This is an optimization exercise on Yosys and OpenROAD, whose aim is small area, not a production implementation. The RTL was checked by simulation tests, not by an equivalence proof against the original design. Power and IR drop assume default switching activity.

## green
==> flow/design.v <==
module Top(
    input clk,
    input rst,
    input [4:0] adr_x,
    input [4:0] adr_y,
    input [2:0] opcode,
    input [0:0] vali,
    output reg [0:0] valo,
    output [3:0] red,
    output [3:0] green,
    output [3:0] blue,
    output reg Hsync,
    output reg Vsync,
    output reg written
    );
    wire op_proc  = (opcode == 3'd1);
    wire op_read  = (opcode == 3'd2);
    wire op_write = (opcode == 3'd3);
    wire op_reset = (opcode == 3'd4);
    reg [2:0] cnt;
    reg trig;
    always @(posedge clk)
        if (rst) begin
            cnt <= 3'd0;
            trig <= 1'b0;
        end else begin
            cnt <= cnt + 3'd1;
            trig <= (cnt == 3'd7);
        end
    reg [10:0] x, y;
    always @(posedge clk)
        if (rst) begin
            x <= 11'd0;
            y <= 11'd0;
            Hsync <= 1'b1;
            Vsync <= 1'b1;
        end else begin
            Hsync <= ~((x > 11'd1328) && (x < 11'd1440));
            Vsync <= ~((y > 11'd1025) && (y < 11'd1028));
            if (x == 11'd1687) begin
                x <= 11'd0;
                y <= (y == 11'd1065) ? 11'd0 : y + 11'd1;
            end else
                x <= x + 11'd1;
        end
    wire gen = op_proc & trig;
    wire keep_all = ~gen & ~op_reset;
    wire [31:0] wset_c, nkeep_c, nkeep_r, row_r, col_r, vrow, vcol;
    genvar i, j;
    generate
        for (i = 0; i < 32; i = i + 1) begin : dec
            wire colh = op_write & (adr_x == i);
            assign wset_c[i] = colh & vali;
            assign nkeep_c[i] = ~(keep_all & ~(colh & ~vali));
            assign row_r[i]  = (adr_y == i);
            assign col_r[i]  = (adr_x == i);
            assign vrow[i]   = (y[9:5] == i);
            assign vcol[i]   = (x[9:5] == i);
            assign nkeep_r[i] = ~(keep_all & ~row_r[i]);
        end
    endgenerate
    reg  [31:0] sn [0:31];
    reg  [31:0] nxt [0:15];
    wire [31:0] life [0:15];         
    wire [31:0] dn [0:31];
    wire [31:0] halon;               
    generate
        for (i = 0; i < 32; i = i + 1) begin : col
            for (j = 0; j < 32; j = j + 1) begin : row
                if (i < 16)
                    upd_n ua (.g(gen), .t(nxt[i][j]), .wc(wset_c[i]), .row(row_r[j]),
                              .nkc(nkeep_c[i]), .nkr(nkeep_r[j]), .sn(sn[i][j]), .dn(dn[i][j]));
                else
                    upd_n ub (.g(gen), .t(life[31-i][j]), .wc(wset_c[i]), .row(row_r[j]),
                              .nkc(nkeep_c[i]), .nkr(nkeep_r[j]), .sn(sn[i][j]), .dn(dn[i][j]));
            end
            always @(posedge clk)
                sn[i] <= dn[i];
        end
        for (j = 0; j < 32; j = j + 1) begin : hl
            upd_hn uh (.wc(wset_c[16]), .row(row_r[j]),
                       .nkc(nkeep_c[16]), .nkr(nkeep_r[j]), .sn(sn[16][j]), .dn(halon[j]));
        end
    endgenerate
    wire ntrig = ~trig;
    wire [31:0] u [0:16];
    generate
        for (i = 0; i < 17; i = i + 1) begin : um
            for (j = 0; j < 32; j = j + 1) begin : r
                if (i < 16)
                    aoi22 m (.a1(trig), .a2(sn[31-i][j]), .b1(ntrig), .b2(dn[i][j]), .y(u[i][j]));
                else
                    aoi22 m (.a1(trig), .a2(sn[15][j]), .b1(ntrig), .b2(halon[j]), .y(u[i][j]));
            end
        end
    endgenerate
    wire [31:0] v0 [0:17];
    wire [31:0] v1 [0:17];
    generate
        for (i = 0; i < 17; i = i + 1) begin : vs
            ha2 vt (.a(u[i][0]), .b(u[i][1]), .s(v0[i+1][0]), .co(v1[i+1][0]));
            for (j = 1; j < 31; j = j + 1) begin : r
                fa3 vf (.a(u[i][j-1]), .b(u[i][j]), .c(u[i][j+1]), .s(v0[i+1][j]), .co(v1[i+1][j]));
            end
            ha2 vb (.a(u[i][30]), .b(u[i][31]), .s(v0[i+1][31]), .co(v1[i+1][31]));
        end
    endgenerate
    generate
        for (i = 0; i < 16; i = i + 1) begin : lc
            for (j = 0; j < 32; j = j + 1) begin : lr
                wire p0, p1, n0, q, d0, d1;
                if (i == 0 && j == 0) begin : p_a
                    assign p0 = v0[i+2][j];
                end else if (i == 0) begin : p_b
                    ha2 f1 (.a(v0[i+2][j]), .b(u[i][j-1]), .s(p0), .co(p1));
                end else if (j == 0) begin : p_c
                    ha2 f1 (.a(v0[i][j]), .b(v0[i+2][j]), .s(p0), .co(p1));
                end else begin : p_d
                    fa3 f1 (.a(v0[i][j]), .b(v0[i+2][j]), .c(u[i][j-1]), .s(p0), .co(p1));
                end
                if (j < 31) begin : n_a
                    ha2 f2 (.a(p0), .b(u[i][j+1]), .s(n0), .co(q));
                end else begin : n_b
                    assign n0 = p0;
                end
                if (i == 0 && j == 0) begin : d_a
                    assign d0 = v1[i+2][j];
                end else if (i == 0) begin : d_b
                    ha2 f3 (.a(v1[i+2][j]), .b(p1), .s(d0), .co(d1));
                end else begin : d_c
                    fa3 f3 (.a(v1[i][j]), .b(v1[i+2][j]), .c(p1), .s(d0), .co(d1));
                end
                if (i == 0 && j == 0) begin : f_a
                    lfin_d q0 (.d0(d0), .q(q), .n0(n0), .me(u[i][j]), .life(life[i][j]));
                end else if (j == 31) begin : f_b
                    lfin_q lf (.d0(d0), .d1(d1), .n0(n0), .me(u[i][j]), .life(life[i][j]));
                end else begin : f_c
                    lfin lf (.d0(d0), .d1(d1), .q(q), .n0(n0), .me(u[i][j]), .life(life[i][j]));
                end
                always @(posedge clk)
                    nxt[i][j] <= life[i][j];
            end
        end
    endgenerate
    wire [31:0] rcol, vcolv;
    generate
        for (i = 0; i < 32; i = i + 1) begin : rp
            aomux32 rm (.d(sn[i]), .sel(row_r), .y(rcol[i]));
            aomux32 vm (.d(sn[i]), .sel(vrow), .y(vcolv[i]));
        end
    endgenerate
    wire rdn, pvn;            
    aomux32 rmf (.d(rcol), .sel(col_r), .y(rdn));
    aomux32 vmf (.d(vcolv), .sel(vcol), .y(pvn));
    always @(posedge clk) begin
        valo <= op_read & ~rdn;
        written <= op_write;
    end
    reg p;
    always @(posedge clk)
        p <= ~op_reset & ~pvn;
    wire vis = p & ~x[10] & ~y[10];
    assign red = {4{vis}};
    assign green = {4{vis}};
    assign blue = {4{vis}};
endmodule
module fa3(input a, b, c, output s, co);
    assign s = a ^ b ^ c;
    assign co = (a & b) | (a & c) | (b & c);
endmodule
module ha2(input a, b, output s, co);
    assign s = a ^ b;
    assign co = a & b;
endmodule
module aoi22(input a1, a2, b1, b2, output y);
    assign y = ~((a1 & a2) | (b1 & b2));
endmodule
module aomux32(input [31:0] d, input [31:0] sel, output y);
    assign y = |(d & sel);
endmodule
module lfin(input d0, d1, q, n0, me, output life);
    assign life = ~d1 & (d0 ^ q) & (n0 | me);
endmodule
module upd_n(input g, t, wc, row, nkc, nkr, sn, output dn);
    assign dn = ~((g & t) | (wc & row) | (~sn & ~(nkc & nkr)));
endmodule
module upd_hn(input wc, row, nkc, nkr, sn, output dn);
    assign dn = ~((wc & row) | (~sn & ~(nkc & nkr)));
endmodule
module lfin_d(input d0, q, n0, me, output life);
    assign life = (d0 ^ q) & (n0 | me);
endmodule
module lfin_q(input d0, d1, n0, me, output life);
    assign life = ~d1 & d0 & (n0 | me);
endmodule
==> flow/config.mk <==
export PLATFORM = sky130hd
export DESIGN_NAME = Top
export DESIGN_NICKNAME = Top
export VERILOG_FILES = /design/flow/design.v
export SDC_FILE = /design/flow/constraint.sdc
export NUM_CORES = 8
export LEC_CHECK = 0
export CAP_MARGIN = 5
export CORE_MARGIN = 2
export CORE_UTILIZATION = 65
export PLACE_DENSITY_LB_ADDON = 0.2
export SLEW_MARGIN = 5
export SYNTH_HIERARCHICAL = 1
export SYNTH_MINIMUM_KEEP_SIZE = 0
==> flow/constraint.sdc <==
create_clock -name core_clock -period 10.0 [get_ports {clk}]
set_input_delay 2.0000 -clock core_clock [delete_from_list [all_inputs] [get_ports {clk}]]
set_output_delay 2.0000 -clock core_clock [all_outputs]
set_load 0.01 [all_outputs]
standard.sh (not shown) runs the stock make flow with config.mk's settings and CLKGATE_MAP_FILE= SYNTH_SCRIPT=/design/flow/synth_recipe.tcl, a recipe that flattens the netlist after the stock synthesis.
==> flow/flow/run.sh <==
#!/bin/bash
set -euo pipefail
cd "$(dirname "$0")/.."
R=orfs/results/${FLOW_PLATFORM:-sky130hd}/Top/base
LIB=$FLOW_HOME/platforms/sky130hd/lib/sky130_fd_sc_hd__tt_025C_1v80.lib
bash standard.sh synth > synth.log 2>&1
python3 flow/downsize.py $R/1_2_yosys.v $LIB > downsize.log 2>&1
rm -f $R/1_synth.odb
CTS='-sink_clustering_enable -repair_clock_nets -dont_use_dummy_load -sink_clustering_size 12 -sink_clustering_max_diameter 50 -buf_list {sky130_fd_sc_hd__clkbuf_4 sky130_fd_sc_hd__clkbuf_8}'
bash standard.sh "CTS_ARGS=$CTS" finish > layout.log 2>&1
Other scripts of this flow, unchanged in this note and not shown: flow/flow/downsize.py
The inputs of red differ from those of green as listed below.
diff --git a/flow/design.v b/flow/design.v
--- a/flow/design.v
+++ b/flow/design.v
@@ -177,5 +177,20 @@
 endmodule
 module aomux32(input [31:0] d, input [31:0] sel, output y);
-    assign y = |(d & sel);
+    wire [10:0] t;           
+    genvar k;
+    generate
+        for (k = 0; k < 10; k = k + 1) begin : g
+            aoi222 a (.a1(d[3*k]), .a2(sel[3*k]), .b1(d[3*k+1]), .b2(sel[3*k+1]),
+                      .c1(d[3*k+2]), .c2(sel[3*k+2]), .y(t[k]));
+        end
+    endgenerate
+    aoi22 a10 (.a1(d[30]), .a2(sel[30]), .b1(d[31]), .b2(sel[31]), .y(t[10]));
+    nand11 n (.a(t), .y(y));
+endmodule
+module aoi222(input a1, a2, b1, b2, c1, c2, output y);
+    assign y = ~((a1 & a2) | (b1 & b2) | (c1 & c2));
+endmodule
+module nand11(input [10:0] a, output y);
+    assign y = ~&a;
 endmodule
 module lfin(input d0, d1, q, n0, me, output life);
[summary]
green closes out successfully: all stages finished, all timing, DRC and antenna checks passed. red finished all stages; however, its layout fails the closing checks, the failures being slew limit. Routing usage on met1 ended up 8.6 points lower on red than on green. Portion of total power attributed to the clock network ends up lower on green. For placer's final routability congestion estimate, dividing the value from red by the value from green gives 0.933. On shortest period the worst path allows: between green and red, it ends up lower for green. green → red: met1 routed wirelength after detailed routing now smaller, footprint of the multi-input gates decreased 1500 sq um, combinational power share climbed 0.8 points. Summary: with green as the reference, final wirelength in red moved down by more than 10%.

==> separate check: timing with driven ports <==
The flow's constraints put no driver on any port. The routed layouts listed below were extracted and timed again, unchanged, in two steps.
Step 1 (the two cells are an assumption about what drives the block):
set clk [get_ports {clk}]
set_driving_cell -lib_cell sky130_fd_sc_hd__clkbuf_16 $clk
set_driving_cell -lib_cell sky130_fd_sc_hd__buf_2 [delete_from_list [all_inputs] $clk]
Step 2 adds t to the input delays and takes it off the output delays; t is the mean of the earliest and latest rising clock arrival at the registers after step 1. Input paths then give back, and output paths get back, about the clock's delay inside the block.
a / b / c = no drivers / after step 1 / after step 2; a / b = the first two.
run | shift t [ns] | slack for setup (ns) | latest minus earliest clock arrival (ns) | cell pins on the clock port's net
green | 1.111 | 2.095 / 2.169 / 1.058 | 0.114 / 0.114 | 1
red | 1.089 | 2.052 / 2.117 / 1.028 | 0.089 / 0.089 | 1
For green, which loses most, drivers alone change the setup slack by +0.074 ns; drivers and shift together by -1.037 ns.
